What follows belongs to an exercise in optimizing a design on an open flow for small area, a short achievable clock period and few clock cycles; a production flow would make more cautious choices.
The RTL was checked by simulation tests, not by an equivalence proof against the original design.
Power is estimated from default activity; no workload was simulated.

$ cat design.v
module Sbox5 (
    input  [3 : 0]  e,
    output [3 : 0]  a,     
    output [3 : 0]  b,
    output [3 : 0]  p
);
localparam [15:0] A00 = 16'hd899, A01 = 16'hdb69, A10 = 16'h36b5, A11 = 16'h99e8;
localparam [15:0] B00 = 16'h3f66, B01 = 16'h24cf, B10 = 16'h3664, B11 = 16'hf9e8;
localparam [15:0] P00 = 16'he7ff, P01 = 16'hffa6, P10 = 16'h00d1, P11 = 16'h6000;
assign a = {A11[e], A10[e], A01[e], A00[e]};
assign b = {B11[e], B10[e], B01[e], B00[e]};
assign p = {P11[e], P10[e], P01[e], P00[e]};
endmodule
module Round (
    input o, A, nAB, oA, oB, oAB,
    output [31 : 0] h_out
);
wire no, nA, noA, noB, noAB;
ZInv i_no  (.i0(o),   .o(no));
ZInv i_nA  (.i0(A),   .o(nA));
ZInv i_noA (.i0(oA),  .o(noA));
ZInv i_noB (.i0(oB),  .o(noB));
ZInv i_noAB(.i0(oAB), .o(noAB));
assign h_out[ 3: 0] = {nAB,  nAB,  nAB,  nAB };
assign h_out[ 7: 4] = {oAB,  oAB,  noAB, noAB};
assign h_out[11: 8] = {noB,  noA,  oB,   oA  };
assign h_out[15:12] = {oB,   A,    noB,  A   };
assign h_out[19:16] = {no,   o,    o,    no  };
assign h_out[23:20] = {no,   1'b1, o,    1'b1};
assign h_out[27:24] = {A,    noB,  A,    oB  };
assign h_out[31:28] = {nA,   oB,   nA,   noB };
endmodule
module LenCheck (
    input  [63 : 0] len,
    output          nz,
    output          nle1,
    output          up_zero
);
wire [31:0] z1;    
wire [7:0]  n2;    
wire [3:0]  z3;    
wire z1x, n2x, z3x;    
genvar i;
generate
    for (i = 0; i < 32; i = i + 1) begin : l1
        ZNor2 g(.i0(len[2*i]), .i1(len[2*i+1]), .o(z1[i]));
    end
    for (i = 0; i < 8; i = i + 1) begin : l2
        ZNand4 g(.i0(z1[4*i]), .i1(z1[4*i+1]), .i2(z1[4*i+2]), .i3(z1[4*i+3]), .o(n2[i]));
    end
    for (i = 0; i < 4; i = i + 1) begin : l3
        ZNor2 g(.i0(n2[2*i]), .i1(n2[2*i+1]), .o(z3[i]));
    end
endgenerate
ZNand4 l4(.i0(z3[0]), .i1(z3[1]), .i2(z3[2]), .i3(z3[3]), .o(nz));
ZInv   x1(.i0(len[1]), .o(z1x));
ZNand4 x2(.i0(z1x), .i1(z1[1]), .i2(z1[2]), .i3(z1[3]), .o(n2x));
ZNor2  x3(.i0(n2x), .i1(n2[1]), .o(z3x));
ZNand4 x4(.i0(z3x), .i1(z3[1]), .i2(z3[2]), .i3(z3[3]), .o(nle1));
assign up_zero = !n2[1] && z3[1] && z3[2] && z3[3];
endmodule
module HashIteration (
    input  [7 : 0] M,
    output         a,
    output         b,
    output         p
);
wire [3:0] av, bv, pv;
Sbox5 sbox(
    .e ({M[5], M[3], M[0], M[6]}),
    .a (av),
    .b (bv),
    .p (pv)
);
wire x = M[7] ^ M[2];
wire y = M[4] ^ M[1];
wire [1:0] an, bn, pn;
ZMux2i a0(.s(y), .i0(av[0]), .i1(av[1]), .o(an[0]));
ZMux2i a1(.s(y), .i0(av[2]), .i1(av[3]), .o(an[1]));
ZMux2i a2(.s(x), .i0(an[0]), .i1(an[1]), .o(a));
ZMux2i b0(.s(y), .i0(bv[0]), .i1(bv[1]), .o(bn[0]));
ZMux2i b1(.s(y), .i0(bv[2]), .i1(bv[3]), .o(bn[1]));
ZMux2i b2(.s(x), .i0(bn[0]), .i1(bn[1]), .o(b));
ZMux2i p0(.s(y), .i0(pv[0]), .i1(pv[1]), .o(pn[0]));
ZMux2i p1(.s(y), .i0(pv[2]), .i1(pv[3]), .o(pn[1]));
ZMux2i p2(.s(x), .i0(pn[0]), .i1(pn[1]), .o(p));
endmodule
module ZNor2 (input i0, input i1, output o);
assign o = ~(i0 | i1);
endmodule
module ZNand4 (input i0, input i1, input i2, input i3, output o);
assign o = ~(i0 & i1 & i2 & i3);
endmodule
module ZInv (input i0, output o);
assign o = ~i0;
endmodule
module FlagZ0 (input nx, input nz, input q, output o);
assign o = nx & (nz | q);
endmodule
module ZMux2i (input s, input i0, input i1, output o);
assign o = ~(s ? i1 : i0);
endmodule
module FlagZ0n (input nx, input nz, input q, output o);
assign o = ~(nx & (nz | q));
endmodule
module FlagZ1n (input nx, input nz, input q, output o);
assign o = ~(nx | ~(nz | q));
endmodule
module lightHashDES(
        input clk,
        input M_valid,
        input rst_n,
        input [7 : 0] M,
        input [63 : 0] input_lenght,
        output reg hash_ready,
        output [31 : 0] digest
    );
reg busy;
reg pend;
reg [7:0] low;
reg [55:0] upn;
reg [5:0]  phase;
reg        req;    
reg        bor;    
reg        up_zero;
reg        up_acc;
reg o, A, nAB, oA, oB, oAB;
wire a, b, p;
HashIteration main(
    .M(M),
    .a(a),
    .b(b),
    .p(p)
);
Round expand(
    .o(o), .A(A), .nAB(nAB), .oA(oA), .oB(oB), .oAB(oAB),
    .h_out(digest)
);
wire [7:0] low_zero;       
genvar i;
generate
    for (i = 0; i < 8; i = i + 1) begin : bit_
        if (i == 0) begin : first
            assign low_zero[i] = 1'b1;
        end else begin : rest
            assign low_zero[i] = ~|low[i-1 : 0];
        end
    end
endgenerate
wire phase0  = phase == 6'd0;
wire phase55 = phase == 6'd55;
wire bor_eff = phase0 ? req : bor;
wire upn_in  = upn[0] ^ bor_eff;   
wire start    = !busy && M_valid;
wire len_nz, len_gt1, len_up_zero;
LenCheck len_check(
    .len(input_lenght),
    .nz(len_nz),
    .nle1(len_gt1),
    .up_zero(len_up_zero)
);
wire at_two   = up_zero && ~|low[7:2] && low[1] && (low[0] == pend);
wire len_le1;
ZInv le1_inv(.i0(len_gt1), .o(len_le1));
wire busy_x, hr_y;
ZMux2i busy_m(.s(busy), .i0(len_le1), .i1(at_two),  .o(busy_x));
ZMux2i hr_m  (.s(busy), .i0(len_gt1), .i1(!at_two), .o(hr_y));
always @(posedge clk or negedge rst_n) begin
    if (!rst_n) begin
        hash_ready <= 1'b0;
        busy <= 1'b0;
    end else if (M_valid) begin
        hash_ready <= hr_y;
        busy <= busy_x;
    end
end
always @(posedge clk) begin
    pend <= busy && M_valid;
    low <= busy ? low ^ ({8{pend}} & low_zero) : input_lenght[7:0];
    upn <= busy ? {upn_in, upn[55:1]} : ~input_lenght[63:8];
    phase <= (busy && !phase55) ? phase + 6'd1 : 6'd0;
    up_acc <= busy && !phase55 && (!upn_in || (up_acc && !phase0));
    up_zero <= busy ? (phase55 ? !(!upn_in || up_acc) : up_zero) : len_up_zero;
    req <= busy && ((pend && low == 8'd0) || (req && !phase0));
    bor <= busy && bor_eff && upn[0];
end
localparam [5:0] c = 6'b000100;
wire [5:0] k  = start ? c : {oAB, oB, oA, nAB, A, o};
wire [5:0] kt = k ^ {6{M_valid}};
wire       q  = busy || !M_valid;    
wire [5:0] f    = {p, b, a, p, a, 1'b1};
localparam [5:0] flip = 6'b111000;
wire [5:0] kn, ktn, d;
genvar j;
generate
    for (j = 0; j < 6; j = j + 1) begin : flag
        if (j < 1) begin : plain
            if (c[j]) begin : one
                FlagZ1 z(.nx(kt[j]), .nz(len_nz), .q(q), .o(d[j]));
            end else begin : zero
                FlagZ0 z(.nx(kt[j]), .nz(len_nz), .q(q), .o(d[j]));
            end
        end else begin : pick
            assign kn[j] = ~k[j];
            if (c[j]) begin : one
                FlagZ1n z1(.nx(kt[j]), .nz(len_nz), .q(q), .o(ktn[j]));
            end else begin : zero
                FlagZ0n z1(.nx(kt[j]), .nz(len_nz), .q(q), .o(ktn[j]));
            end
            if (flip[j]) begin : inv
                ZMux2i m(.s(f[j]), .i0(ktn[j]), .i1(kn[j]), .o(d[j]));
            end else begin : pos
                ZMux2i m(.s(f[j]), .i0(kn[j]), .i1(ktn[j]), .o(d[j]));
            end
        end
    end
endgenerate
always @(posedge clk) begin
    {oAB, oB, oA, nAB, A, o} <= d;
end
endmodule
$ cat standard.sh
#!/bin/bash
# synth_recipe.tcl (not shown) runs the flow's synth.tcl, then flattens the netlist and writes it again
# the make line also repeats each setting of config.mk as NAME=value (left out here)
make -C /OpenROAD-flow-scripts/flow DESIGN_CONFIG=/design/flow/config.mk WORK_HOME=/design/flow/orfs CLKGATE_MAP_FILE= SYNTH_SCRIPT=/design/flow/synth_recipe.tcl "${@:-finish}"
$ cat config.mk
export PLATFORM = sky130hd
export DESIGN_NAME = lightHashDES
export DESIGN_NICKNAME = lightHashDES
export VERILOG_FILES = /design/flow/design.v
export SDC_FILE = /design/flow/constraint.sdc
export NUM_CORES = 4
export LEC_CHECK = 0
export CAP_MARGIN = 20
export CORE_MARGIN = 2
export CORE_UTILIZATION = 40
export PLACE_DENSITY = 0.6
export SETUP_SLACK_MARGIN = 2.65
export SLEW_MARGIN = 20
$ cat constraint.sdc
create_clock -name core_clock -period 4.5 [get_ports {clk}]
set_input_delay 0.9000 -clock core_clock [delete_from_list [all_inputs] [get_ports {clk}]]
set_output_delay 0.9000 -clock core_clock [all_outputs]
set_load 0.01 [all_outputs]
$ cat flow/run.sh
#!/bin/bash
set -euo pipefail
bash standard.sh "ADDER_MAP_FILE=" "BUFFER_PORTS_ARGS=-buffer_cell sky130_fd_sc_hd__buf_1" \
  "SYNTH_KEEP_MODULES=Sbox5 ZNor2 ZNand4 ZInv ZMux2i FlagZ0 FlagZ0n FlagZ1n" \
  "CTS_ARGS=-sink_clustering_enable -repair_clock_nets -dont_use_dummy_load" finish > flow.log 2>&1
==> results of run 1 <==
layout by cell type, fill, tap and decap left out, types with 2 or more instances in the layout:
master / n
sky130_fd_sc_hd__inv_1: 9
sky130_fd_sc_hd__dfxtp_1: 74
sky130_fd_sc_hd__dfxtp_2: 5
sky130_fd_sc_hd__nor2_1: 64
sky130_fd_sc_hd__a21boi_1: 2
sky130_fd_sc_hd__nor3_1: 2
sky130_fd_sc_hd__buf_1: 84
sky130_fd_sc_hd__a21oi_1: 23
sky130_fd_sc_hd__clkbuf_16: 2
sky130_fd_sc_hd__xor2_1: 4
sky130_fd_sc_hd__conb_1: 2
sky130_fd_sc_hd__nand4_1: 11
sky130_fd_sc_hd__clkbuf_2: 13
sky130_fd_sc_hd__o21ai_1: 4
sky130_fd_sc_hd__nand3_1: 2
sky130_fd_sc_hd__buf_6: 2
sky130_fd_sc_hd__xnor2_1: 6
sky130_fd_sc_hd__o21ai_0: 59
sky130_fd_sc_hd__nor2b_1: 2
sky130_fd_sc_hd__mux2i_1: 18
sky130_fd_sc_hd__nand2b_1: 5
sky130_fd_sc_hd__nor3b_1: 3
sky130_fd_sc_hd__nor3_2: 2
sky130_fd_sc_hd__nor4_4: 2
sky130_fd_sc_hd__a211o_1: 2
sky130_fd_sc_hd__xor2_2: 2
sky130_fd_sc_hd__buf_2: 4
sky130_fd_sc_hd__and3_1: 3
sky130_fd_sc_hd__nor2_2: 2
sky130_fd_sc_hd__nand2_1: 77
sky130_fd_sc_hd__clkbuf_8: 9
sky130_fd_sc_hd__buf_4: 6
sky130_fd_sc_hd__buf_12: 3
sky130_fd_sc_hd__a31oi_1: 2
sky130_fd_sc_hd__or3_1: 2
metrics by stage:
stage / instance area, µm² / hold WS, ns
after CTS: 4279 / 0.3364
after global routing: 4442 / 0.3316
final: 4442 / 0.3444
after floorplan: 3904 / 0.4056
after detailed placement: 4063 / 0.4149
after global placement: 4063 / 0.4078
power by group:
group	internal, mW	total (mW)	switching, mW
registers	0.866	0.962	0.0957
logic	0.210	0.469	0.259
clock network	0.179	0.407	0.228
total	1.25	1.84	0.582
modules after synthesis (local to each module, per instance):
| module | cells inside | flops+latches | times used |
|---|---|---|---|
| FlagZ0 | 1 | 0 | 1 |
| ZMux2i | 1 | 0 | 16 |
| lightHashDES | 352 | 83 | 1 |
| Sbox5 | 42 | 0 | 1 |
| FlagZ0n | 1 | 0 | 4 |
| ZNor2 | 1 | 0 | 37 |
| ZNand4 | 1 | 0 | 11 |
| FlagZ1n | 1 | 0 | 1 |
| ZInv | 1 | 0 | 7 |
kinds of logic after synthesis:
logic type	count (synthesis)	synth area share, %
buffers and inverters	64	11.16
DFF	83	43.37
muxes	21	5.582
and+or+nand+nor	185	21.91
AOI/OAI and AO/OA	105	14.97
xor gates and xnor gates	12	2.904
other	1	0.09671
area by class of cell:
class	instances	area, µm²
Inverter	11	41.29
Multi-Input combinational cell	325	1807
Timing Repair Buffer	116	613.1
Tap cell	129	161.4
Clock buffer	9	123.9
Sequential cell	83	1695
Fill cell	962	4886
final timing paths:
check	endpoint	slack, ns	cells after the start
worst max register to register	upn[55]	2.84	4
worst max-delay path	digest[31]	2.68	2
worst min-delay path	hash_ready	0.34	1
worst min register to register	upn[43]	0.42	2
max in group asynchronous	busy	4.00	1
min in group core_clock	upn[43]	0.42	2
flip-flops by register name, summed over array words and instances (netlist names):
name        cells
upn            56
low             8
phase           6
A               1
bor             1
busy            1
hash_ready      1
nAB             1
o               1
oA              1
oAB             1
oB              1
pend            1
req             1
up_acc          1
up_zero         1
critical path, delay by kind of cell (launching register included):
| family | cells | cell delay, ns |
|---|---|---|
| buf+inv | 2 | 0.18 |
| flops | 1 | 0.39 |
what timing repair did:
action,in CTS,in global routing
pin swaps,1,3
buffers inserted,3,6
cloned,0,2
setup endpoints to repair,37,28
resized for setup,20,28
hold buffers,0,0
metal layers:
metal / global-route usage [%] / share of wire (%)
met1: 19.55 / 46
met2: 25.59 / 48
met3: 4.993 / 5.1
met4: 4.615 / 0.99
met5: 0 / 0
==> flow_results.xml, run 1 <==
<?xml version="1.0" encoding="UTF-8"?>
<metrics>
  <group name="yosys">
    <metric name="ys_seq_elements" unit="">83</metric>
    <metric name="syn_area" unit="µm²">3877</metric>
    <metric name="synth.top_cell.area_share" unit="%">41.30</metric>
    <metric name="yosysMostFrequentCell" unit="">sky130_fd_sc_hd__dfxtp_1</metric>
    <metric name="yosys-top-cells-count" unit="">sky130_fd_sc_hd__dfxtp_1, sky130_fd_sc_hd__nand2_1, sky130_fd_sc_hd__nor2_1</metric>
    <metric name="synth_top_area_cell" unit="">sky130_fd_sc_hd__dfxtp_1</metric>
    <metric name="syn-mean-instance-area" unit="µm²">8.232</metric>
    <metric name="async_set_or_reset_flop_fraction_in_the_synthesized_netlist" unit="%">2.410</metric>
    <metric name="post_synth_inst_count" unit="">471</metric>
    <metric name="synth_warn" unit="">1</metric>
    <metric name="synth_unique_cells" unit="">54</metric>
    <metric name="ys_dominant_reg_cell" unit="">sky130_fd_sc_hd__dfxtp_1</metric>
    <metric name="synth_edf_count" unit="">1</metric>
    <metric name="synth.top_cells.by_area" unit="">sky130_fd_sc_hd__dfxtp_1, sky130_fd_sc_hd__o21ai_0, sky130_fd_sc_hd__nand2_1</metric>
    <metric name="synth.yosys.seq_area_share" unit="%">43.37</metric>
  </group>
  <group name="die">
    <metric name="core_region_area" unit="µm²">9328</metric>
    <metric name="chipHeight" unit="µm">102.5</metric>
    <metric name="dieWidth" unit="µm">102.5</metric>
    <metric name="ioPinCount" unit="">108</metric>
    <metric name="die-area" unit="µm²">10500</metric>
    <metric name="starting_density_of_the_core" unit="%">41.57</metric>
    <metric name="row_count" unit="">35</metric>
  </group>
  <group name="critical_path">
    <metric name="critPathCaptureType" unit="">primary output</metric>
    <metric name="ordered_cell_list_for_the_critical_path" unit="">inv_1 &gt; buf_1</metric>
    <metric name="critical-path-max-stage-delay" unit="ns">0.39</metric>
    <metric name="worstPathMaxFanout" unit="">8</metric>
    <metric name="setup.worst_path.start_class" unit="">flop</metric>
    <metric name="critical_path.reg2reg.startpoint" unit="">phase[1]</metric>
    <metric name="critical_path.slowest_cell" unit="">sky130_fd_sc_hd__dfxtp_2</metric>
    <metric name="path_class" unit="">reg2out</metric>
    <metric name="cp_data_arrival_time" unit="ns">0.92</metric>
    <metric name="cp-startpoint" unit="">A</metric>
    <metric name="crit_required" unit="ns">3.60</metric>
  </group>
  <group name="placed_design">
    <metric name="gpl.final_weighted_congestion" unit="">0.7773</metric>
    <metric name="buffer_ports.inserted" unit="">105</metric>
    <metric name="pre_cts_ws" unit="ns">1.912</metric>
    <metric name="dpl.hpwl" unit="µm">5409</metric>
    <metric name="placed_cells" unit="">653</metric>
  </group>
  <group name="timing">
    <metric name="min_tclk_post_route" unit="ns">1.817</metric>
    <metric name="rsz0062_at_grt" unit="">yes</metric>
    <metric name="clock.fmax" unit="GHz">0.5504</metric>
    <metric name="timing.final.hold_violations" unit="">0</metric>
    <metric name="drv_slew" unit="">0</metric>
    <metric name="timing.setup.tns" unit="ns">0</metric>
    <metric name="final.setup.worst_slack" unit="ns">2.683</metric>
    <metric name="timing.final.crit_share" unit="%">40.38</metric>
    <metric name="setup_viol_count_final" unit="">0</metric>
    <metric name="worst_clk_skew" unit="ns">0.02617</metric>
  </group>
  <group name="power">
    <metric name="static-leakage-power" unit="nW">1.827</metric>
    <metric name="power_density" unit="nW/µm²">413.6</metric>
    <metric name="max-vdd-ir-drop" unit="µV">160.1</metric>
    <metric name="power.total" unit="mW">1.837</metric>
  </group>
  <group name="cts">
    <metric name="cts.path.max_buffers" unit="">2</metric>
    <metric name="clock_tree_from_tritoncts" unit="">yes</metric>
    <metric name="worst_skew_pair.late_latency" unit="ns">0.36</metric>
    <metric name="cts_num_sinks" unit="">83</metric>
    <metric name="clock_buffers_created_by_tritoncts" unit="">9</metric>
    <metric name="clk_root_buffer_cell" unit="">sky130_fd_sc_hd__clkbuf_8</metric>
    <metric name="number_of_levels_in_the_clock_h_tree" unit="">3</metric>
    <metric name="clock_slew_seen_by_the_registers_of_the_worst_setup_and_hold_paths" unit="ns">0.06</metric>
  </group>
  <group name="job">
    <metric name="max-cap-violations" unit="">0</metric>
  </group>
  <group name="outcome">
    <metric name="result_of_the_run" unit="">no timing/DRC/antenna violations</metric>
  </group>
  <group name="routing">
    <metric name="routed_wl" unit="µm">8262</metric>
    <metric name="detailedRoute.firstIterationViolations" unit="">126</metric>
    <metric name="drc_errors" unit="">0</metric>
    <metric name="routed-via-count" unit="">3283</metric>
    <metric name="wl_per_cell" unit="µm">12.28</metric>
    <metric name="via_per_inst" unit="">4.878</metric>
    <metric name="dr.pass1.iters" unit="">5</metric>
    <metric name="ant_nets" unit="">0</metric>
  </group>
  <group name="finish">
    <metric name="area_growth_syn_to_layout" unit="%">14.55</metric>
    <metric name="antenna_cells_inserted" unit="">0</metric>
    <metric name="postLayoutCoreUtil" unit="%">47.62</metric>
    <metric name="drive_gt1_share" unit="%">12.32</metric>
    <metric name="finish.cell_count_without_fillers" unit="">673</metric>
    <metric name="finish.net_count" unit="">621</metric>
  </group>
  <group name="worst_hold_path">
    <metric name="holdCritPathClass" unit="">in2async</metric>
  </group>
  <group name="global_routing">
    <metric name="grt_start_max_net_pins" unit="">68</metric>
    <metric name="overflow" unit="">0</metric>
    <metric name="antenna_found_initial" unit="">0</metric>
    <metric name="groute.usage.overall" unit="%">15.56</metric>
    <metric name="via_count_of_the_first_global_routing_pass" unit="">2886</metric>
    <metric name="global_route_wire_length_before_repair" unit="µm">12800</metric>
  </group>
</metrics>
Testbench counts, summed over its fixed seeds: cycles 29,177.
==> inputs of run 2 (changes only) <==
--- a/design.v
+++ b/design.v
@@ -118,4 +118,3 @@
 reg busy;
-reg pend;
-reg [7:0] low;
+reg [7:0] lown;
 reg [55:0] upn;
@@ -145,3 +144,3 @@
         end else begin : rest
-            assign low_zero[i] = ~|low[i-1 : 0];
+            assign low_zero[i] = &lown[i-1 : 0];
         end
@@ -161,3 +160,3 @@
 );
-wire at_two   = up_zero && ~|low[7:2] && low[1] && (low[0] == pend);
+wire at_two   = up_zero && lown == 8'hfd;
 wire len_le1;
@@ -177,4 +176,3 @@
 always @(posedge clk) begin
-    pend <= busy && M_valid;
-    low <= busy ? low ^ ({8{pend}} & low_zero) : input_lenght[7:0];
+    lown <= busy ? lown ^ ({8{M_valid}} & low_zero) : ~input_lenght[7:0];
     upn <= busy ? {upn_in, upn[55:1]} : ~input_lenght[63:8];
@@ -183,3 +181,3 @@
     up_zero <= busy ? (phase55 ? !(!upn_in || up_acc) : up_zero) : len_up_zero;
-    req <= busy && ((pend && low == 8'd0) || (req && !phase0));
+    req <= busy && ((M_valid && lown == 8'hff) || (req && !phase0));
     bor <= busy && bor_eff && upn[0];
--- a/config.mk
+++ b/config.mk
@@ -11,3 +11,3 @@
 export PLACE_DENSITY = 0.6
-export SETUP_SLACK_MARGIN = 2.65
+export SETUP_SLACK_MARGIN = 2.6
 export SLEW_MARGIN = 20
==> run 2 against run 1 <==
Compared with the run above:
- clock power about the same
- synthesized cell count down 1.3%
- global-route usage down 0.098 points
- non-clock buffer count down 8
- critical path type is now in2reg
- largest cell class unchanged
==> flow_results.xml, run 2 <==
<?xml version="1.0" encoding="UTF-8"?>
<metrics>
  <group name="outcome">
    <metric name="result_of_the_run" unit="">no timing/DRC/antenna violations</metric>
  </group>
  <group name="timing">
    <metric name="timing.final.crit_share" unit="%">41.35</metric>
    <metric name="slew-limit-headroom" unit="%">55.82</metric>
    <metric name="timing.final.hold_violations" unit="">0</metric>
    <metric name="drv_slew" unit="">0</metric>
    <metric name="timing.setup.tns" unit="ns">0</metric>
    <metric name="rsz0062_at_grt" unit="">yes</metric>
    <metric name="tightestPinTransition" unit="ns">0.6627</metric>
    <metric name="clock.fmax" unit="GHz">0.5375</metric>
    <metric name="setup_viol_count_final" unit="">0</metric>
    <metric name="worst_clk_skew" unit="ns">0.02161</metric>
    <metric name="holdWs" unit="ns">0.3489</metric>
    <metric name="final.setup.worst_slack" unit="ns">2.639</metric>
    <metric name="min_tclk_post_route" unit="ns">1.861</metric>
  </group>
  <group name="critical_path">
    <metric name="worstPathMaxFanout" unit="">15</metric>
    <metric name="setup.worst_path.start_class" unit="">primary input</metric>
    <metric name="critical-path-max-stage-delay" unit="ns">0.28</metric>
    <metric name="critical_path.reg2reg.startpoint" unit="">busy</metric>
    <metric name="critical_path.slowest_cell" unit="">sky130_fd_sc_hd__mux2_4</metric>
    <metric name="cp-startpoint" unit="">M[6]</metric>
    <metric name="cp_common_cell" unit="">sky130_fd_sc_hd__mux2i_2</metric>
    <metric name="critPathCaptureType" unit="">flop</metric>
    <metric name="critical_path.top_delay_family" unit="">multiplexers</metric>
    <metric name="cp_data_arrival_time" unit="ns">2.07</metric>
    <metric name="path_class" unit="">in2reg</metric>
    <metric name="ordered_cell_list_for_the_critical_path" unit="">buf_4 &gt; nand2b_4 &gt; a21boi_1 &gt; mux2_4 &gt; mux2i_2 &gt; mux2i_2 &gt; mux2i_1</metric>
    <metric name="crit_required" unit="ns">4.71</metric>
    <metric name="timing.critical_path.buf_inv" unit="">1</metric>
  </group>
  <group name="routing">
    <metric name="dr.pass1.iters" unit="">4</metric>
    <metric name="wl_per_cell" unit="µm">12.00</metric>
    <metric name="ant_nets" unit="">0</metric>
    <metric name="drc_errors" unit="">0</metric>
    <metric name="detailedRoute.firstIterationViolations" unit="">125</metric>
    <metric name="routed-via-count" unit="">3142</metric>
    <metric name="routed_wl" unit="µm">7882</metric>
    <metric name="via_per_inst" unit="">4.782</metric>
  </group>
  <group name="cts">
    <metric name="clock_buffers_created_by_tritoncts" unit="">9</metric>
    <metric name="clock_slew_seen_by_the_registers_of_the_worst_setup_and_hold_paths" unit="ns">0.07</metric>
    <metric name="cts_hold_buffers" unit="">0</metric>
    <metric name="clk_root_buffer_cell" unit="">sky130_fd_sc_hd__clkbuf_8</metric>
    <metric name="cts_num_sinks" unit="">82</metric>
    <metric name="clock_tree_from_tritoncts" unit="">yes</metric>
    <metric name="number_of_levels_in_the_clock_h_tree" unit="">3</metric>
    <metric name="worst_skew_pair.late_latency" unit="ns">0.34</metric>
    <metric name="cts.path.max_buffers" unit="">2</metric>
  </group>
  <group name="yosys">
    <metric name="synth.yosys.seq_area_share" unit="%">43.64</metric>
    <metric name="syn_area" unit="µm²">3807</metric>
    <metric name="synth.top_cell.area_share" unit="%">41.54</metric>
    <metric name="synth_edf_count" unit="">1</metric>
    <metric name="synth_unique_cells" unit="">53</metric>
    <metric name="synth_top_area_cell" unit="">sky130_fd_sc_hd__dfxtp_1</metric>
    <metric name="ys_seq_elements" unit="">82</metric>
    <metric name="synth.top_cells.by_area" unit="">sky130_fd_sc_hd__dfxtp_1, sky130_fd_sc_hd__nand2_1, sky130_fd_sc_hd__o21ai_0</metric>
    <metric name="ys_dominant_reg_cell" unit="">sky130_fd_sc_hd__dfxtp_1</metric>
    <metric name="synth_warn" unit="">1</metric>
    <metric name="syn-mean-instance-area" unit="µm²">8.188</metric>
    <metric name="yosysMostFrequentCell" unit="">sky130_fd_sc_hd__nand2_1</metric>
    <metric name="post_synth_inst_count" unit="">465</metric>
    <metric name="async_set_or_reset_flop_fraction_in_the_synthesized_netlist" unit="%">2.439</metric>
    <metric name="yosys-top-cells-count" unit="">sky130_fd_sc_hd__nand2_1, sky130_fd_sc_hd__dfxtp_1, sky130_fd_sc_hd__o21ai_0</metric>
  </group>
  <group name="placed_design">
    <metric name="pre_cts_ws" unit="ns">1.937</metric>
    <metric name="buffer_ports.inserted" unit="">105</metric>
    <metric name="dpl.hpwl" unit="µm">5625</metric>
    <metric name="gpl.final_weighted_congestion" unit="">0.7868</metric>
  </group>
  <group name="finish">
    <metric name="largest_register_ff_count" unit="">56</metric>
    <metric name="drive_gt1_share" unit="%">9.848</metric>
    <metric name="antenna_cells_inserted" unit="">0</metric>
    <metric name="finish.net_count" unit="">605</metric>
    <metric name="area_growth_syn_to_layout" unit="%">12.39</metric>
    <metric name="reg.largest.list" unit="">upn x56, lown x8, phase x6</metric>
    <metric name="registers.top_by_ff_count" unit="">upn</metric>
    <metric name="mostFrequentLayoutCells" unit="">sky130_fd_sc_hd__buf_1, sky130_fd_sc_hd__nand2_1, sky130_fd_sc_hd__dfxtp_1, sky130_fd_sc_hd__o21ai_0, sky130_fd_sc_hd__nor2_1</metric>
    <metric name="layout_commonest_cell" unit="">sky130_fd_sc_hd__buf_1</metric>
  </group>
  <group name="die">
    <metric name="row_count" unit="">35</metric>
    <metric name="chipHeight" unit="µm">101.6</metric>
    <metric name="ioPinCount" unit="">108</metric>
    <metric name="dieWidth" unit="µm">101.6</metric>
    <metric name="die-area" unit="µm²">10310</metric>
    <metric name="core_region_area" unit="µm²">9240</metric>
    <metric name="starting_density_of_the_core" unit="%">41.21</metric>
  </group>
  <group name="global_routing">
    <metric name="global_route_wire_length_before_repair" unit="µm">12630</metric>
    <metric name="antenna_found_initial" unit="">0</metric>
    <metric name="grt_start_max_net_pins" unit="">127</metric>
    <metric name="groute.usage.overall" unit="%">15.47</metric>
    <metric name="overflow" unit="">0</metric>
    <metric name="via_count_of_the_first_global_routing_pass" unit="">2819</metric>
  </group>
  <group name="worst_hold_path">
    <metric name="holdCritPathClass" unit="">in2async</metric>
  </group>
  <group name="power">
    <metric name="static-leakage-power" unit="nW">1.763</metric>
    <metric name="power_density" unit="nW/µm²">430.2</metric>
    <metric name="max-vdd-ir-drop" unit="µV">168.2</metric>
  </group>
  <group name="job">
    <metric name="max-cap-violations" unit="">0</metric>
  </group>
</metrics>
run 2: cell count changes in the layout (fill, tap and decap cells not counted), sizes merged, moves of 2 or more:
cell / delta
a31oi: -2
a21oi: -2
a21o: +2
xor2: +2
nand2: +3
nor3: -2
xnor2: -2
clkbuf: -9
nor2: -11
mux2i: +7
nand3: +2
run 2: kinds of logic (layout without fill, tap and decap cells):
family	Yosys count	count (layout)	synth area share, %
AND/OR/NAND/NOR	176	176	20.93
AO/OA/AOI/OAI	101	101	14.76
flip-flops	82	82	43.64
buffers and inverters	65	127	10.09
multiplexers	28	28	7.525
XOR/XNOR	12	12	2.958
other	1	2	0.09849
run 2: path summary, 6_finish.rpt:
kind	end	slack [ns]	depth (start not counted)
min in group core_clock	upn[54]	0.41	2
max	A	2.64	7
min	busy	0.35	1
max reg2reg	up_zero	2.81	5
min reg2reg	upn[54]	0.41	2
max in group asynchronous	busy	3.99	1
run 2: final cells by class:
| class | count | area (µm²) |
|---|---|---|
| clock buffers | 9 | 123.9 |
| fillers | 933 | 4961 |
| inverters | 10 | 37.54 |
| multi-input cells | 319 | 1832 |
| flip-flops and latches | 82 | 1674 |
| well taps | 129 | 161.4 |
| repair buffers | 108 | 450.4 |
run 2: metrics by stage:
stage          area (µm²)  utilization (%)  instances  power [mW]
2_1_floorplan        3834                -        466       1.423
3_3_place_gp         4045            43.78        646       1.420
3_5_place_dp         4045            43.78        646       1.433
4_1_cts              4195            45.40        656       1.848
5_1_grt              4279            46.31        657       1.985
6_report             4279            46.31        657       1.841
run 2: metal layers:
layer  global-route usage [%]  vias to the layer above  wire (µm)
met5                        0                        -          0
met4                    4.678                        0         98
met3                    4.693                        9        406
met2                    24.75                       87       3687
met1                    20.10                     1393       3690
li1                         -                     1653          -
run 2: per-module statistics from Yosys (local to each module, per instance):
module        flops+latches  cells inside
FlagZ0                    0             1
FlagZ0n                   0             1
FlagZ1n                   0             1
Sbox5                     0            42
ZInv                      0             1
ZMux2i                    0             1
ZNand4                    0             1
ZNor2                     0             1
lightHashDES             82           346
run 2: power by group:
group          total, mW  switching, mW  internal, mW
Combinational      0.469          0.268         0.201
Clock              0.405          0.226         0.179
Sequential         0.966          0.101         0.865
run 2: timing repair:
item / 4_1_cts / 5_1_grt
setup endpoints to repair: 24 / 21
pin swaps: 1 / 1
setup buffers: 1 / 1
resized for setup: 11 / 28
endpoints found under the hold margin: 0 / 0
Testbench counts of run 2, summed over its fixed seeds: cycles 29,177.
==> inputs of run 3 (changes only) <==
--- a/config.mk
+++ b/config.mk
@@ -11,3 +11,3 @@
 export PLACE_DENSITY = 0.6
-export SETUP_SLACK_MARGIN = 2.6
+export SETUP_SLACK_MARGIN = 2.72
 export SLEW_MARGIN = 20
==> run 3 against run 2 <==
Compared with the run above:
- clock-buffer cell count is the same
- final cell count grew 2.3%
- critical endpoint is now oA
- register-to-register slack gained 0.03 ns
==> flow_results.xml, run 3 <==
<?xml version="1.0" encoding="UTF-8"?>
<metrics>
  <group name="outcome">
    <metric name="result_of_the_run" unit="">no timing/DRC/antenna violations</metric>
  </group>
  <group name="finish">
    <metric name="finish.cell_count_without_fillers" unit="">672</metric>
    <metric name="registers.top_by_ff_count" unit="">upn</metric>
    <metric name="area_growth_syn_to_layout" unit="%">24.15</metric>
    <metric name="reg.largest.list" unit="">upn x56, lown x8, phase x6</metric>
    <metric name="stdcell_area" unit="µm²">4727</metric>
    <metric name="mostFrequentLayoutCells" unit="">sky130_fd_sc_hd__nand2_1, sky130_fd_sc_hd__dfxtp_1, sky130_fd_sc_hd__buf_1, sky130_fd_sc_hd__o21ai_0, sky130_fd_sc_hd__nor2_1</metric>
    <metric name="antenna_cells_inserted" unit="">0</metric>
    <metric name="fillers" unit="">885</metric>
    <metric name="postLayoutCoreUtil" unit="%">51.16</metric>
    <metric name="drive_gt1_share" unit="%">18.78</metric>
    <metric name="finish.net_count" unit="">620</metric>
    <metric name="layout_commonest_cell" unit="">sky130_fd_sc_hd__nand2_1</metric>
    <metric name="largest_register_ff_count" unit="">56</metric>
  </group>
  <group name="die">
    <metric name="core_region_area" unit="µm²">9240</metric>
    <metric name="dieWidth" unit="µm">101.6</metric>
    <metric name="ioPinCount" unit="">108</metric>
    <metric name="chipHeight" unit="µm">101.6</metric>
    <metric name="row_count" unit="">35</metric>
    <metric name="die-area" unit="µm²">10310</metric>
    <metric name="starting_density_of_the_core" unit="%">41.21</metric>
  </group>
  <group name="timing">
    <metric name="timing.final.hold_violations" unit="">0</metric>
    <metric name="tightestPinTransition" unit="ns">0.5393</metric>
    <metric name="min_tclk_post_route" unit="ns">1.829</metric>
    <metric name="worst_clk_skew" unit="ns">0.02819</metric>
    <metric name="timing.setup.tns" unit="ns">0</metric>
    <metric name="drv_slew" unit="">0</metric>
    <metric name="slew-limit-headroom" unit="%">63.74</metric>
    <metric name="clock.fmax" unit="GHz">0.5466</metric>
    <metric name="setup_viol_count_final" unit="">0</metric>
    <metric name="timing.final.crit_share" unit="%">40.66</metric>
    <metric name="rsz0062_at_grt" unit="">yes</metric>
  </group>
  <group name="placed_design">
    <metric name="dpl.hpwl" unit="µm">5670</metric>
    <metric name="placed_cells" unit="">646</metric>
    <metric name="buffer_ports.inserted" unit="">105</metric>
    <metric name="place_area" unit="µm²">4045</metric>
    <metric name="gpl.final_weighted_congestion" unit="">0.8486</metric>
  </group>
  <group name="yosys">
    <metric name="yosysMostFrequentCell" unit="">sky130_fd_sc_hd__nand2_1</metric>
    <metric name="synth.top_cells.by_area" unit="">sky130_fd_sc_hd__dfxtp_1, sky130_fd_sc_hd__nand2_1, sky130_fd_sc_hd__o21ai_0</metric>
    <metric name="synth_top_area_cell" unit="">sky130_fd_sc_hd__dfxtp_1</metric>
    <metric name="synth_edf_count" unit="">1</metric>
    <metric name="synth_unique_cells" unit="">53</metric>
    <metric name="synth.top_cell.area_share" unit="%">41.54</metric>
    <metric name="synth_warn" unit="">1</metric>
    <metric name="ys_dominant_reg_cell" unit="">sky130_fd_sc_hd__dfxtp_1</metric>
    <metric name="post_synth_inst_count" unit="">465</metric>
    <metric name="synth.yosys.seq_area_share" unit="%">43.64</metric>
    <metric name="syn-mean-instance-area" unit="µm²">8.188</metric>
    <metric name="syn_area" unit="µm²">3807</metric>
    <metric name="ys_seq_elements" unit="">82</metric>
    <metric name="yosys-top-cells-count" unit="">sky130_fd_sc_hd__nand2_1, sky130_fd_sc_hd__dfxtp_1, sky130_fd_sc_hd__o21ai_0</metric>
    <metric name="async_set_or_reset_flop_fraction_in_the_synthesized_netlist" unit="%">2.439</metric>
  </group>
  <group name="global_routing">
    <metric name="overflow" unit="">0</metric>
    <metric name="via_count_of_the_first_global_routing_pass" unit="">2961</metric>
    <metric name="antenna_found_initial" unit="">0</metric>
    <metric name="groute.usage.overall" unit="%">16.81</metric>
    <metric name="global_route_wire_length_before_repair" unit="µm">13590</metric>
    <metric name="grt_start_max_net_pins" unit="">67</metric>
  </group>
  <group name="power">
    <metric name="switching_share" unit="%">31.00</metric>
    <metric name="switchingPower" unit="mW">0.6349</metric>
    <metric name="static-leakage-power" unit="nW">1.992</metric>
    <metric name="p_int" unit="mW">1.413</metric>
    <metric name="power.total" unit="mW">2.048</metric>
    <metric name="power_density" unit="nW/µm²">433.3</metric>
    <metric name="share_seq_of_total_power" unit="%">48.1</metric>
    <metric name="max-vdd-ir-drop" unit="µV">181.7</metric>
    <metric name="pwr-share-clk" unit="%">19.6</metric>
    <metric name="combinationalPowerShare" unit="%">32.2</metric>
  </group>
  <group name="routing">
    <metric name="drc_errors" unit="">0</metric>
    <metric name="dr.pass1.iters" unit="">4</metric>
    <metric name="wl_per_cell" unit="µm">12.86</metric>
    <metric name="via_per_inst" unit="">4.848</metric>
    <metric name="detailedRoute.firstIterationViolations" unit="">129</metric>
    <metric name="routed-via-count" unit="">3258</metric>
    <metric name="ant_nets" unit="">0</metric>
    <metric name="routed_wl" unit="µm">8640</metric>
  </group>
  <group name="cts">
    <metric name="cts_num_sinks" unit="">82</metric>
    <metric name="cts_hold_buffers" unit="">0</metric>
    <metric name="clock_slew_seen_by_the_registers_of_the_worst_setup_and_hold_paths" unit="ns">0.06</metric>
    <metric name="number_of_levels_in_the_clock_h_tree" unit="">3</metric>
    <metric name="clock_buffers_created_by_tritoncts" unit="">9</metric>
    <metric name="clk_root_buffer_cell" unit="">sky130_fd_sc_hd__clkbuf_8</metric>
    <metric name="clock_tree_from_tritoncts" unit="">yes</metric>
    <metric name="worst_skew_pair.late_latency" unit="ns">0.34</metric>
    <metric name="cts.path.max_buffers" unit="">2</metric>
  </group>
  <group name="critical_path">
    <metric name="ordered_cell_list_for_the_critical_path" unit="">buf_12 &gt; and2b_2 &gt; nor3_2 &gt; a211o_1 &gt; mux2i_1 &gt; mux2i_1 &gt; buf_4 &gt; mux2i_1</metric>
    <metric name="crit_required" unit="ns">4.72</metric>
    <metric name="critPathCaptureType" unit="">flop</metric>
    <metric name="critical_path.slowest_cell" unit="">sky130_fd_sc_hd__and2b_2</metric>
    <metric name="cp_common_cell" unit="">sky130_fd_sc_hd__mux2i_1</metric>
    <metric name="ff2ff_setup_slack" unit="ns">2.84</metric>
    <metric name="r2r.worst_path.cells" unit="">4</metric>
    <metric name="worstPathMaxFanout" unit="">7</metric>
    <metric name="critical-path-max-stage-delay" unit="ns">0.25</metric>
    <metric name="setup.worst_path.start_class" unit="">primary input</metric>
    <metric name="path_class" unit="">in2reg</metric>
    <metric name="cp_data_arrival_time" unit="ns">2.05</metric>
    <metric name="worst_r2r_endpoint" unit="">upn[55]</metric>
    <metric name="critical_path.reg2reg.startpoint" unit="">phase[0]</metric>
  </group>
  <group name="job">
    <metric name="max-cap-violations" unit="">0</metric>
  </group>
  <group name="worst_hold_path">
    <metric name="holdCritPathClass" unit="">in2async</metric>
  </group>
</metrics>
## run 3: what timing repair did
item | CTS | global route
hold endpoints to repair | 0 | 0
setup buffers | 13 | 3
gates resized for setup | 78 | 49
setup endpoints to repair | 50 | 38
cloned | 0 | 1
pin swaps | 3 | 8
## run 3: modules after synthesis, one instance, submodules excluded
module | cells inside | copies in the design
FlagZ1n | 1 | 1
ZNor2 | 1 | 37
lightHashDES | 346 | 1
Sbox5 | 42 | 1
FlagZ0n | 1 | 4
FlagZ0 | 1 | 1
ZNand4 | 1 | 11
ZInv | 1 | 7
ZMux2i | 1 | 16
## run 3: cells by family (layout without fill, tap and decap cells)
| family | after synthesis | count (layout) | synth area share [%] |
|---|---|---|---|
| flip-flops | 82 | 82 | 43.64 |
| multiplexers | 28 | 28 | 7.525 |
| buffers and inverters | 65 | 142 | 10.09 |
| AO/OA/AOI/OAI | 101 | 101 | 14.76 |
| AND/OR/NAND/NOR | 176 | 176 | 20.93 |
| XOR/XNOR | 12 | 12 | 2.958 |
| other | 1 | 2 | 0.09849 |
## run 3: layout make-up
class                           instances  area, µm²  share of cell area (%)
Multi-Input combinational cell        319       1866                   39.47
Timing Repair Buffer                  123      837.1                   17.71
Clock buffer                            9      123.9                   2.620
Tap cell                              129      161.4                   3.415
Sequential cell                        82       1688                   35.71
Inverter                               10      51.30                   1.085
## run 3: how the worst max path moves through the flow
stage               startpoint  to  slack [ns]  cells after the start
finish                    M[0]  oA        2.67                      8
global route              M[0]  oA        2.62                      8
CTS                       M[6]  oA        2.70                      8
detailed placement        M[6]  oA        1.90                      7
global placement          M[0]  oA        1.97                      7
floorplan                 M[0]   A        2.50                      7
## run 3: through the flow
stage / hold slack, ns / setup slack (ns)
after floorplan: 0.4056 / 2.499
after global placement: 0.4100 / 1.972
after detailed placement: 0.4136 / 1.897
after CTS: 0.3397 / 2.697
after global routing: 0.3413 / 2.622
final: 0.3541 / 2.671
## run 3: critical path, delay by kind of cell
kind,cells,cell delay [ns]
mux,3,0.33
simple gates,2,0.29
compound gates,1,0.23
buf+inv,2,0.28
## run 3: power groups by stage
stage / sequential (mW) / clock, mW / combinational [mW]
finish: 0.986 / 0.402 / 0.660
global route: 1.00 / 0.450 / 0.733
CTS: 0.973 / 0.422 / 0.570
detailed placement: 0.981 / 0 / 0.448
global placement: 0.978 / 0 / 0.439
floorplan: 0.944 / 0 / 0.479
## run 3: layer usage
metal  part of all wire, %  track usage, %
met1                    46           21.90
met2                    48           26.82
met3                   4.3           3.658
met4                   1.6           7.277
met5                     0               0
==> inputs of run 4 (changes only) <==
--- a/config.mk
+++ b/config.mk
@@ -11,3 +11,3 @@
 export PLACE_DENSITY = 0.6
-export SETUP_SLACK_MARGIN = 2.72
+export SETUP_SLACK_MARGIN = 2.65
 export SLEW_MARGIN = 20
==> run 4 against run 3 <==
Compared with the run above:
- still clean on timing, DRC and antenna
- utilization down 3.6 points
- total power is 9.8% lower
- non-clock buffer count down 11
- critical path depth fell by 1
- synthesized cell count stayed put
- register-to-register slack worse by 0.02 ns
- die area did not move
- clock-buffer cell count unchanged
==> flow_results.xml, run 4 <==
<?xml version="1.0" encoding="UTF-8"?>
<metrics>
  <group name="global_routing">
    <metric name="via_count_of_the_first_global_routing_pass" unit="">2895</metric>
    <metric name="grt_start_max_net_pins" unit="">67</metric>
    <metric name="groute.usage.overall" unit="%">15.95</metric>
    <metric name="antenna_found_initial" unit="">0</metric>
    <metric name="global_route_wire_length_before_repair" unit="µm">13030</metric>
    <metric name="overflow" unit="">0</metric>
  </group>
  <group name="die">
    <metric name="row_count" unit="">35</metric>
    <metric name="dieWidth" unit="µm">101.6</metric>
    <metric name="core_region_area" unit="µm²">9240</metric>
    <metric name="starting_density_of_the_core" unit="%">41.21</metric>
    <metric name="die-area" unit="µm²">10310</metric>
    <metric name="ioPinCount" unit="">108</metric>
    <metric name="chipHeight" unit="µm">101.6</metric>
  </group>
  <group name="yosys">
    <metric name="synth_mux_area_share" unit="%">7.525</metric>
    <metric name="yosys-top-cells-count" unit="">sky130_fd_sc_hd__nand2_1, sky130_fd_sc_hd__dfxtp_1, sky130_fd_sc_hd__o21ai_0</metric>
    <metric name="synth_compound_gate_area_share" unit="%">14.76</metric>
    <metric name="synth.top_cell.area_share" unit="%">41.54</metric>
    <metric name="synth_unique_cells" unit="">53</metric>
    <metric name="synth.top_cells.by_area" unit="">sky130_fd_sc_hd__dfxtp_1, sky130_fd_sc_hd__nand2_1, sky130_fd_sc_hd__o21ai_0</metric>
    <metric name="adder_and_majority_cell_fraction_of_the_synthesized_area" unit="%">0</metric>
    <metric name="syn-mean-instance-area" unit="µm²">8.188</metric>
    <metric name="syn_area" unit="µm²">3807</metric>
    <metric name="synth_warn" unit="">1</metric>
    <metric name="synthXorXnorAreaFrac" unit="%">2.958</metric>
    <metric name="post_synth_inst_count" unit="">465</metric>
    <metric name="synth_top_family_by_area" unit="">simple AND/OR/NAND/NOR gates</metric>
    <metric name="synthSimpleGateAreaFrac" unit="%">20.93</metric>
    <metric name="ys_seq_elements" unit="">82</metric>
    <metric name="async_set_or_reset_flop_fraction_in_the_synthesized_netlist" unit="%">2.439</metric>
    <metric name="synth_top_area_cell" unit="">sky130_fd_sc_hd__dfxtp_1</metric>
    <metric name="yosysMostFrequentCell" unit="">sky130_fd_sc_hd__nand2_1</metric>
    <metric name="synth.yosys.seq_area_share" unit="%">43.64</metric>
    <metric name="synth_edf_count" unit="">1</metric>
    <metric name="ys_dominant_reg_cell" unit="">sky130_fd_sc_hd__dfxtp_1</metric>
  </group>
  <group name="critical_path">
    <metric name="crit_required" unit="ns">4.71</metric>
    <metric name="critical_path.slowest_cell" unit="">sky130_fd_sc_hd__mux2_4</metric>
    <metric name="critPathCaptureType" unit="">flop</metric>
    <metric name="critical_path.top_delay_family" unit="">multiplexers</metric>
    <metric name="setup.worst_path.start_class" unit="">primary input</metric>
    <metric name="timing.critical_path.buf_inv" unit="">1</metric>
    <metric name="cp_data_arrival_time" unit="ns">2.02</metric>
    <metric name="path_class" unit="">in2reg</metric>
    <metric name="worstPathMaxFanout" unit="">15</metric>
    <metric name="critical-path-max-stage-delay" unit="ns">0.26</metric>
    <metric name="ff2ff_setup_slack" unit="ns">2.82</metric>
    <metric name="ordered_cell_list_for_the_critical_path" unit="">buf_6 &gt; nand2b_4 &gt; a21boi_1 &gt; mux2_4 &gt; mux2i_1 &gt; mux2i_2 &gt; mux2i_1</metric>
    <metric name="cp_common_cell" unit="">sky130_fd_sc_hd__mux2i_1</metric>
  </group>
  <group name="finish">
    <metric name="reg.largest.list" unit="">upn x56, lown x8, phase x6</metric>
    <metric name="fillers" unit="">938</metric>
    <metric name="postLayoutCoreUtil" unit="%">47.53</metric>
    <metric name="layout_commonest_cell" unit="">sky130_fd_sc_hd__buf_1</metric>
    <metric name="footprint_of_the_multi_input_gates" unit="µm²">1836</metric>
    <metric name="sequential_cell_area" unit="µm²">1679</metric>
    <metric name="mostFrequentLayoutCells" unit="">sky130_fd_sc_hd__buf_1, sky130_fd_sc_hd__nand2_1, sky130_fd_sc_hd__dfxtp_1, sky130_fd_sc_hd__o21ai_0, sky130_fd_sc_hd__nor2_1</metric>
    <metric name="drive_gt1_share" unit="%">11.47</metric>
    <metric name="area_growth_syn_to_layout" unit="%">15.35</metric>
    <metric name="finish.net_count" unit="">609</metric>
    <metric name="largest_register_ff_count" unit="">56</metric>
    <metric name="finish.cell_count_without_fillers" unit="">661</metric>
    <metric name="antenna_cells_inserted" unit="">0</metric>
    <metric name="registers.top_by_ff_count" unit="">upn</metric>
    <metric name="stdcell_area" unit="µm²">4392</metric>
  </group>
  <group name="routing">
    <metric name="routed_wl" unit="µm">7997</metric>
    <metric name="drc_errors" unit="">0</metric>
    <metric name="dr.pass1.iters" unit="">4</metric>
    <metric name="via_per_inst" unit="">4.834</metric>
    <metric name="wl_per_cell" unit="µm">12.10</metric>
    <metric name="detailedRoute.firstIterationViolations" unit="">89</metric>
    <metric name="routed-via-count" unit="">3195</metric>
    <metric name="ant_nets" unit="">0</metric>
  </group>
  <group name="cts">
    <metric name="number_of_levels_in_the_clock_h_tree" unit="">3</metric>
    <metric name="worst_skew_pair.late_latency" unit="ns">0.34</metric>
    <metric name="cts_num_sinks" unit="">82</metric>
    <metric name="clk_root_buffer_cell" unit="">sky130_fd_sc_hd__clkbuf_8</metric>
    <metric name="clock_tree_from_tritoncts" unit="">yes</metric>
    <metric name="cts.path.max_buffers" unit="">2</metric>
    <metric name="clock_slew_seen_by_the_registers_of_the_worst_setup_and_hold_paths" unit="ns">0.06</metric>
    <metric name="clock_buffers_created_by_tritoncts" unit="">9</metric>
  </group>
  <group name="timing">
    <metric name="rsz0062_at_grt" unit="">yes</metric>
    <metric name="holdWs" unit="ns">0.3509</metric>
    <metric name="timing.setup.tns" unit="ns">0</metric>
    <metric name="tightestPinTransition" unit="ns">0.5467</metric>
    <metric name="final.setup.worst_slack" unit="ns">2.692</metric>
    <metric name="setup_viol_count_final" unit="">0</metric>
    <metric name="clock.fmax" unit="GHz">0.5531</metric>
    <metric name="min_tclk_post_route" unit="ns">1.808</metric>
    <metric name="worst_clk_skew" unit="ns">0.01490</metric>
    <metric name="timing.final.crit_share" unit="%">40.18</metric>
    <metric name="slew-limit-headroom" unit="%">63.24</metric>
    <metric name="timing.final.hold_violations" unit="">0</metric>
    <metric name="drv_slew" unit="">0</metric>
  </group>
  <group name="worst_hold_path">
    <metric name="holdCritPathClass" unit="">in2async</metric>
  </group>
  <group name="power">
    <metric name="power_density" unit="nW/µm²">420.5</metric>
    <metric name="max-vdd-ir-drop" unit="µV">165.3</metric>
    <metric name="static-leakage-power" unit="nW">1.807</metric>
    <metric name="power.total" unit="mW">1.847</metric>
  </group>
  <group name="job">
    <metric name="max-cap-violations" unit="">0</metric>
  </group>
  <group name="placed_design">
    <metric name="placed_cells" unit="">646</metric>
    <metric name="dpl.hpwl" unit="µm">5607</metric>
    <metric name="gpl.final_weighted_congestion" unit="">0.8389</metric>
    <metric name="buffer_ports.inserted" unit="">105</metric>
    <metric name="pre_cts_ws" unit="ns">1.892</metric>
    <metric name="place_area" unit="µm²">4045</metric>
  </group>
  <group name="outcome">
    <metric name="result_of_the_run" unit="">no timing/DRC/antenna violations</metric>
  </group>
</metrics>
## run 4: routing by layer
| metal | share of wire (%) | track usage (%) |
|---|---|---|
| met3 | 5.1 | 3.520 |
| met5 | 0 | 0 |
| met4 | 1.4 | 6.861 |
| met1 | 48 | 21.06 |
| met2 | 46 | 25.10 |
## run 4: cells by family after synthesis
logic type | count (synthesis)
compound gates | 101
simple gates | 176
xor+xnor | 12
buf+inv | 65
flops | 82
other cells | 1
mux | 28
## run 4: power by group
part | internal, mW | switching (mW) | leakage [nW]
sequential | 0.867 | 0.106 | 0.698
combinational | 0.213 | 0.263 | 1.04
clock | 0.179 | 0.219 | 0.0647
total | 1.26 | 0.588 | 1.81
## run 4: Yosys stat by module, one instance, submodules excluded
module        cells  flops+latches  area, µm²  copies in the design
ZInv              1              0      3.754                     7
FlagZ1n           1              0      10.01                     1
ZNor2             1              0      3.754                    37
lightHashDES    346             82       3085                     1
Sbox5            42              0      290.3                     1
FlagZ0            1              0      7.507                     1
ZMux2i            1              0      10.01                    16
FlagZ0n           1              0      5.005                     4
ZNand4            1              0      6.256                    11
## run 4: what timing repair did
action	4_1_cts	5_1_grt
setup endpoints to repair	45	19
cloned	0	1
resized for setup	21	31
setup buffers	2	3
pin swaps	2	6
hold buffers	0	0
## run 4: worst paths after layout
path / cells past startpoint / startpoint / endpoint
min in group core_clock: 2 / upn[55] / upn[54]
max in group asynchronous: 1 / rst_n / busy
worst max register to register: 4 / busy / nAB
worst max-delay path: 7 / M[6] / oA
worst min register to register: 2 / upn[55] / upn[54]
worst min-delay path: 1 / rst_n / busy
## run 4: layout make-up
cell class,count,share of cell area [%]
inverter,10,0.9402
sequential,82,38.23
timing repair buffer,112,12.54
clock buffer,9,2.821
multi-input combinational,319,41.79
tap,129,3.675
==> inputs of run 5 (changes only) <==
==> flow/run.sh (replaced) <==
#!/bin/bash
set -euo pipefail
bash standard.sh "ADDER_MAP_FILE=" "BUFFER_PORTS_ARGS=-buffer_cell sky130_fd_sc_hd__buf_1" \
  "SYNTH_KEEP_MODULES=Sbox5 ZNor2 ZNand4 ZInv ZMux2i FlagZ0 FlagZ0n FlagZ1n" \
  "CTS_ARGS=-repair_clock_nets -dont_use_dummy_load" finish > flow.log 2>&1
--- a/config.mk
+++ b/config.mk
@@ -11,3 +11,3 @@
 export PLACE_DENSITY = 0.6
-export SETUP_SLACK_MARGIN = 2.65
+export SETUP_SLACK_MARGIN = 2.6
 export SLEW_MARGIN = 20
==> run 5 against run 4 <==
Compared with the run above:
- final area decreased by 2.6%
- non-clock buffer count down 4
- worst hold slack got worse by 0.0020 ns
- clock-buffer cell count is the same
- combinational power is 1% lower
- largest cell class unchanged
- synthesized area stayed put
- total power down 0.32%
- clock skew grew 0.0067 ns
- via count is 1.7% lower
- highest routed layer unchanged
- sequential power shrank 0.7%
- synthesized cell count unchanged
- largest power group unchanged
==> flow_results.xml, run 5 <==
<?xml version="1.0" encoding="UTF-8"?>
<metrics>
  <group name="finish">
    <metric name="reg.largest.list" unit="">upn x56, lown x8, phase x6</metric>
    <metric name="registers.top_by_ff_count" unit="">upn</metric>
    <metric name="footprint_of_the_multi_input_gates" unit="µm²">1832</metric>
    <metric name="mostFrequentLayoutCells" unit="">sky130_fd_sc_hd__buf_1, sky130_fd_sc_hd__nand2_1, sky130_fd_sc_hd__dfxtp_1, sky130_fd_sc_hd__o21ai_0, sky130_fd_sc_hd__nor2_1</metric>
    <metric name="stdcell_area" unit="µm²">4279</metric>
    <metric name="fillers" unit="">933</metric>
    <metric name="area_growth_syn_to_layout" unit="%">12.39</metric>
    <metric name="sequential_cell_area" unit="µm²">1674</metric>
    <metric name="drive_gt1_share" unit="%">9.848</metric>
    <metric name="postLayoutCoreUtil" unit="%">46.31</metric>
    <metric name="antenna_cells_inserted" unit="">0</metric>
    <metric name="largest_register_ff_count" unit="">56</metric>
    <metric name="layout_commonest_cell" unit="">sky130_fd_sc_hd__buf_1</metric>
    <metric name="finish.net_count" unit="">605</metric>
  </group>
  <group name="power">
    <metric name="static-leakage-power" unit="nW">1.763</metric>
    <metric name="p_int" unit="mW">1.246</metric>
    <metric name="switchingPower" unit="mW">0.5952</metric>
    <metric name="share_seq_of_total_power" unit="%">52.5</metric>
    <metric name="power_density" unit="nW/µm²">430.2</metric>
    <metric name="switching_share" unit="%">32.33</metric>
    <metric name="pwr-share-clk" unit="%">22.0</metric>
    <metric name="max-vdd-ir-drop" unit="µV">168.2</metric>
    <metric name="combinationalPowerShare" unit="%">25.5</metric>
  </group>
  <group name="placed_design">
    <metric name="place_area" unit="µm²">4045</metric>
    <metric name="pre_cts_ws" unit="ns">1.937</metric>
    <metric name="dpl.hpwl" unit="µm">5625</metric>
    <metric name="gpl.final_weighted_congestion" unit="">0.7868</metric>
    <metric name="buffer_ports.inserted" unit="">105</metric>
  </group>
  <group name="timing">
    <metric name="final.setup.worst_slack" unit="ns">2.639</metric>
    <metric name="timing.final.hold_violations" unit="">0</metric>
    <metric name="drv_slew" unit="">0</metric>
    <metric name="holdWs" unit="ns">0.3489</metric>
    <metric name="timing.final.crit_share" unit="%">41.35</metric>
    <metric name="rsz0062_at_grt" unit="">yes</metric>
    <metric name="worst_clk_skew" unit="ns">0.02161</metric>
    <metric name="timing.setup.tns" unit="ns">0</metric>
    <metric name="setup_viol_count_final" unit="">0</metric>
    <metric name="slew-limit-headroom" unit="%">55.82</metric>
    <metric name="min_tclk_post_route" unit="ns">1.861</metric>
    <metric name="clock.fmax" unit="GHz">0.5375</metric>
    <metric name="tightestPinTransition" unit="ns">0.6627</metric>
  </group>
  <group name="critical_path">
    <metric name="cp_common_cell" unit="">sky130_fd_sc_hd__mux2i_2</metric>
    <metric name="ordered_cell_list_for_the_critical_path" unit="">buf_4 &gt; nand2b_4 &gt; a21boi_1 &gt; mux2_4 &gt; mux2i_2 &gt; mux2i_2 &gt; mux2i_1</metric>
    <metric name="critical_path.top_delay_family" unit="">multiplexers</metric>
    <metric name="critPathCaptureType" unit="">flop</metric>
    <metric name="cp_data_arrival_time" unit="ns">2.07</metric>
    <metric name="crit_required" unit="ns">4.71</metric>
    <metric name="setup.worst_path.start_class" unit="">primary input</metric>
    <metric name="path_class" unit="">in2reg</metric>
    <metric name="timing.critical_path.buf_inv" unit="">1</metric>
    <metric name="critical-path-max-stage-delay" unit="ns">0.28</metric>
    <metric name="critical_path.slowest_cell" unit="">sky130_fd_sc_hd__mux2_4</metric>
    <metric name="ff2ff_setup_slack" unit="ns">2.81</metric>
    <metric name="worstPathMaxFanout" unit="">15</metric>
  </group>
  <group name="yosys">
    <metric name="yosys-top-cells-count" unit="">sky130_fd_sc_hd__nand2_1, sky130_fd_sc_hd__dfxtp_1, sky130_fd_sc_hd__o21ai_0</metric>
    <metric name="syn-mean-instance-area" unit="µm²">8.188</metric>
    <metric name="synth.top_cells.by_area" unit="">sky130_fd_sc_hd__dfxtp_1, sky130_fd_sc_hd__nand2_1, sky130_fd_sc_hd__o21ai_0</metric>
    <metric name="synth_warn" unit="">1</metric>
    <metric name="async_set_or_reset_flop_fraction_in_the_synthesized_netlist" unit="%">2.439</metric>
    <metric name="post_synth_inst_count" unit="">465</metric>
    <metric name="syn_area" unit="µm²">3807</metric>
    <metric name="yosysMostFrequentCell" unit="">sky130_fd_sc_hd__nand2_1</metric>
    <metric name="synth_unique_cells" unit="">53</metric>
    <metric name="ys_dominant_reg_cell" unit="">sky130_fd_sc_hd__dfxtp_1</metric>
    <metric name="synth_edf_count" unit="">1</metric>
    <metric name="synth_top_area_cell" unit="">sky130_fd_sc_hd__dfxtp_1</metric>
    <metric name="ys_seq_elements" unit="">82</metric>
    <metric name="synth.yosys.seq_area_share" unit="%">43.64</metric>
    <metric name="synth.top_cell.area_share" unit="%">41.54</metric>
  </group>
  <group name="die">
    <metric name="core_region_area" unit="µm²">9240</metric>
    <metric name="chipHeight" unit="µm">101.6</metric>
    <metric name="ioPinCount" unit="">108</metric>
    <metric name="row_count" unit="">35</metric>
    <metric name="starting_density_of_the_core" unit="%">41.21</metric>
    <metric name="die-area" unit="µm²">10310</metric>
    <metric name="dieWidth" unit="µm">101.6</metric>
  </group>
  <group name="global_routing">
    <metric name="antenna_found_initial" unit="">0</metric>
    <metric name="groute.usage.overall" unit="%">15.47</metric>
    <metric name="global_route_wire_length_before_repair" unit="µm">12630</metric>
    <metric name="grt_start_max_net_pins" unit="">127</metric>
    <metric name="via_count_of_the_first_global_routing_pass" unit="">2819</metric>
    <metric name="overflow" unit="">0</metric>
  </group>
  <group name="worst_hold_path">
    <metric name="holdCritPathClass" unit="">in2async</metric>
  </group>
  <group name="cts">
    <metric name="worst_skew_pair.late_latency" unit="ns">0.34</metric>
    <metric name="clock_buffers_created_by_tritoncts" unit="">9</metric>
    <metric name="clock_slew_seen_by_the_registers_of_the_worst_setup_and_hold_paths" unit="ns">0.07</metric>
    <metric name="clock_tree_from_tritoncts" unit="">yes</metric>
    <metric name="cts_num_sinks" unit="">82</metric>
    <metric name="cts.path.max_buffers" unit="">2</metric>
    <metric name="cts_hold_buffers" unit="">0</metric>
    <metric name="number_of_levels_in_the_clock_h_tree" unit="">3</metric>
    <metric name="clk_root_buffer_cell" unit="">sky130_fd_sc_hd__clkbuf_8</metric>
  </group>
  <group name="routing">
    <metric name="routed-via-count" unit="">3142</metric>
    <metric name="drc_errors" unit="">0</metric>
    <metric name="ant_nets" unit="">0</metric>
    <metric name="detailedRoute.firstIterationViolations" unit="">125</metric>
    <metric name="via_per_inst" unit="">4.782</metric>
    <metric name="routed_wl" unit="µm">7882</metric>
    <metric name="dr.pass1.iters" unit="">4</metric>
    <metric name="wl_per_cell" unit="µm">12.00</metric>
  </group>
  <group name="job">
    <metric name="max-cap-violations" unit="">0</metric>
  </group>
  <group name="outcome">
    <metric name="result_of_the_run" unit="">no timing/DRC/antenna violations</metric>
  </group>
</metrics>
==> run 5: cell counts after synthesis <==
No cell type changed its count.
==> run 5: final cells by class <==
cell class,count,share of cell area (%)
Inverter,10,0.8772
Tap cell,129,3.772
Clock buffer,9,2.895
Sequential cell,82,39.12
Multi-Input combinational cell,319,42.81
Timing Repair Buffer,108,10.53
==> run 5: path summary, 6_finish.rpt <==
kind                            startpoint  endpoint  cells after the start
worst min register to register     upn[55]   upn[54]                      2
max in group asynchronous            rst_n      busy                      1
worst max-delay path                  M[6]         A                      7
worst max register to register        busy   up_zero                      5
worst min-delay path                 rst_n      busy                      1
min in group core_clock            upn[55]   upn[54]                      2
==> run 5: through the flow <==
stage	power (mW)	std cells
after global routing	1.985	657
after CTS	1.848	656
after global placement	1.420	646
after detailed placement	1.433	646
final	1.841	657
after floorplan	1.423	466
==> run 5: cell families after synthesis <==
family / Yosys count / synth area share, %
other cells: 1 / 0.09849
flops: 82 / 43.64
mux: 28 / 7.525
xor+xnor: 12 / 2.958
buf+inv: 65 / 10.09
simple gates: 176 / 20.93
compound gates: 101 / 14.76
==> run 5: timing repair <==
item,in CTS,in global routing
gates resized for setup,11,28
setup endpoints to repair,24,21
setup buffers,1,1
pin swaps,1,1
==> run 5: metal layers <==
layer	track usage (%)	vias up	share of wire [%]	wire (µm)
met4	4.678	0	1.2	98
met3	4.693	9	5.2	406
met1	20.10	1393	47	3690
li1	-	1653	-	-
met2	24.75	87	47	3687
met5	0	-	0	0
==> run 5: Yosys stat by module (local to each module, per instance) <==
module,flops+latches,area [µm²],cells inside,times used
ZNor2,0,3.754,1,37
FlagZ1n,0,10.01,1,1
lightHashDES,82,3085,346,1
FlagZ0,0,7.507,1,1
ZInv,0,3.754,1,7
ZMux2i,0,10.01,1,16
ZNand4,0,6.256,1,11
FlagZ0n,0,5.005,1,4
Sbox5,0,290.3,42,1
==> run 5: power by group through the flow <==
stage / logic (mW) / registers [mW] / clock network, mW
floorplan: 0.478 / 0.944 / 0
global placement: 0.448 / 0.972 / 0
detailed placement: 0.457 / 0.976 / 0
CTS: 0.460 / 0.963 / 0.425
global route: 0.539 / 0.989 / 0.457
finish: 0.469 / 0.966 / 0.405

==> afterwards: timing with drivers on the ports <==
No port has a modelled driver above. Below, the same layouts with a new extraction and two added sets of constraints.
Step 1 (the two cells are an assumption about what drives the block):
set clk [get_ports {clk}]
set_driving_cell -lib_cell sky130_fd_sc_hd__clkbuf_16 $clk
set_driving_cell -lib_cell sky130_fd_sc_hd__buf_2 [delete_from_list [all_inputs] $clk]
Step 2, shift: input delay + t, output delay - t, t = (earliest + latest rising clock arrival at the registers) / 2. This alone moves slack from input paths to output paths.
a / b / c = ideal / step 1 / step 2; a / b = the first two.
run	t, ns	setup WS [ns]	worst hold slack (ns)
run 1	0.378	2.683 / 2.644 / 2.267	0.344 / 0.341 / 0.422
run 2	0.358	2.639 / 2.646 / 2.287	0.349 / 0.359 / 0.407
run 3	0.362	2.671 / 2.616 / 2.254	0.354 / 0.349 / 0.403
run 4	0.358	2.692 / 2.620 / 2.262	0.351 / 0.368 / 0.422
run 5	0.358	2.639 / 2.646 / 2.287	0.349 / 0.359 / 0.407
After both steps every run listed still meets setup and hold. The setup slack of run 4, which loses most, moves by -0.072 ns with the drivers and by -0.430 ns with both steps.
